From an optimization exercise on the open Yosys and OpenROAD flow, aimed at a short achievable clock period and few clock cycles; shortcuts taken in it are not production practice. The RTL was checked by simulation tests, not by an equivalence proof against the original design.

==> trial 20 <==
## MIPS_CPU
module MIPS_CPU(
	input rst, Go, clk,
	output [31:0] Leddata, Count_cycle, Count_branch, Count_jmp,
	input [4:0] probe,
	output [31:0] mem_probe,
	output [9:0] imem_addr,
	input [31:0] imem_data,
	output halted
    );
Settings: LEC_CHECK=0, CAP_MARGIN=40, CORE_MARGIN=2, CORE_UTILIZATION=25, PLACE_DENSITY=0.45, SETUP_SLACK_MARGIN=4.5, SLEW_MARGIN=40, SYNTH_HIERARCHICAL=1, SYNTH_MINIMUM_KEEP_SIZE=0, TNS_END_PERCENT=100; clock period 10.0 ns.
run.sh (not shown) runs the stock make flow with config.mk's settings and CLKGATE_MAP_FILE= SYNTH_SCRIPT=/design/flow/synth_recipe.tcl, a recipe that flattens the netlist after the stock synthesis.
==> inputs of build 57, as changes to trial 20 <==
--- a/flow/design.v
+++ b/flow/design.v
@@ -103,26 +103,26 @@
 	input [31:0] wword,
 	input [10*NP-1:0] keys,
 	output [NP-1:0] hits,
 	output [32*NP-1:0] words
     );
-reg [31:0] valid;
-reg [4:0]  tag  [0:31];
-reg [31:0] word [0:31];
+reg [63:0] valid;
+reg [3:0]  tag  [0:63];
+reg [31:0] word [0:63];
 always @(posedge clk or posedge rst) begin
-	if (rst) valid <= 32'd0;
-	else valid[wkey[4:0]] <= 1'b1;
+	if (rst) valid <= 64'd0;
+	else valid[wkey[5:0]] <= 1'b1;
 end
 always @(posedge clk) begin
-	tag[wkey[4:0]] <= wkey[9:5];
-	word[wkey[4:0]] <= wword;
+	tag[wkey[5:0]] <= wkey[9:6];
+	word[wkey[5:0]] <= wword;
 end
 genvar i;
 generate for (i = 0; i < NP; i = i + 1) begin : g_port
 	wire [9:0] k = keys[10*i+9:10*i];
-	assign hits[i] = valid[k[4:0]] & (tag[k[4:0]] == k[9:5]);
-	assign words[32*i+31:32*i] = word[k[4:0]];
+	assign hits[i] = valid[k[5:0]] & (tag[k[5:0]] == k[9:6]);
+	assign words[32*i+31:32*i] = word[k[5:0]];
 end endgenerate
 endmodule
 `timescale 1ns / 1ps
 module g_a22oi(input a1, a2, b1, b2, output y); assign y = ~((a1 & a2) | (b1 & b2)); endmodule
 module g_nand4(input a, b, c, d, output y); assign y = ~(a & b & c & d); endmodule
@@ -517,12 +517,12 @@
 	I1_word <= n1_w;
 	I2_word <= n2_w;
 end
 wire [9:0] pf_base = run ? pcw + 10'd3 : pcw;
 wire [9:0] pf_diff = PF - pf_base;
-wire pf_reset = pf_diff[9] | (pf_diff > 10'd40);
-wire [9:0] PF_next = pf_reset ? pf_base : (fa_pf & (pf_diff < (run ? 10'd20 : 10'd31))) ? PF + 10'd1 : PF;
+wire pf_reset = pf_diff[9] | (pf_diff > 10'd80);
+wire [9:0] PF_next = pf_reset ? pf_base : (fa_pf & (pf_diff < (run ? 10'd44 : 10'd63))) ? PF + 10'd1 : PF;
 wire go_now = run | Go;         
 always @(posedge clk or posedge rst) begin
 	if (rst) begin
 		PF <= 10'd0; FA <= 10'd0; fa_pf <= 1'b0;
 	end else begin
==> flow_metrics.py <==
metrics = {
    "status": {
        "outcome": "timing/DRC/antenna clean",
    },
    "sta": {
        "finalClockSkew_ns": 0.221,
    },
    "global_routing": {
        "met1_usage": 0.407,
        "use_met3": 0.168,
    },
    "finish": {
        "postLayoutCoreUtil": 0.309,
        "n_all_buffers": 4525,
        "layout.comb_gates.multi_input": 29700,
        "seq_area_um2": 117000,
        "multi_input_area_um2": 331000,
        "final-nonclk-buf-share": 0.0973,
    },
    "detailed_routing": {
        "drt_iter0_markers": 80100,
        "dr_wl_met3_um": 499000,
        "route.met2.wl_um": 1340000,
    },
    "worst_setup_path": {
        "r2r_cells": 14,
        "rr_startpoint": "I1_word[21]",
    },
    "floorplan": {
        "die-area_um2": 1820000,
    },
    "place": {
        "dpl.hpwl_um": 2150000,
        "dp_worst_setup_slack_ns": 0.667,
    },
}
That was trial 20.
==> flow_metrics.py <==
metrics = {
    "finish": {
        "layout.comb_gates.multi_input": 35900,
        "postLayoutCoreUtil": 0.295,
        "n_all_buffers": 4956,
        "seq_area_um2": 152000,
        "multi_input_area_um2": 460000,
    },
    "status": {
        "outcome": "timing/DRC/antenna clean",
    },
    "worst_setup_path": {
        "r2r_cells": 19,
    },
    "detailed_routing": {
        "dr_wl_met3_um": 713000,
    },
    "floorplan": {
        "die-area_um2": 2520000,
    },
    "sta": {
        "finalClockSkew_ns": 0.137,
    },
    "global_routing": {
        "use_met3": 0.180,
    },
    "place": {
        "dp_worst_setup_slack_ns": 0.720,
    },
}
That was build 57.
Testbench counts of trial 20, summed over its fixed seeds: cycles 52,554.
Testbench counts of build 57, summed over its fixed seeds: cycles 50,089.

[afterwards: timing with drivers on the ports]
In the flow no input, the clock included, has a driving cell. The finished layouts below were timed again as built, in two steps.
Step 1, drivers: a clkbuf_16 drives clk and a buf_2 each remaining input, both assumed.
Step 2 times the ports against the registers' clock, not the clock port: input delays grow and output delays shrink by t, the midpoint of the rising clock arrivals with the driver on.
Slacks: ideal / step 1 / step 2; pairs: ideal / step 1.
run | t, ns | setup WS [ns] | cell pins on the clock port's net
trial 20 | 1.468 | 3.222 / 3.222 / 2.118 | 1
build 57 | 1.638 | 2.990 / 2.990 / 1.622 | 1
After both steps setup and hold are still met in every run listed. For build 57, which loses most, drivers alone change the setup slack by 0.000 ns; drivers and shift together by -1.368 ns.
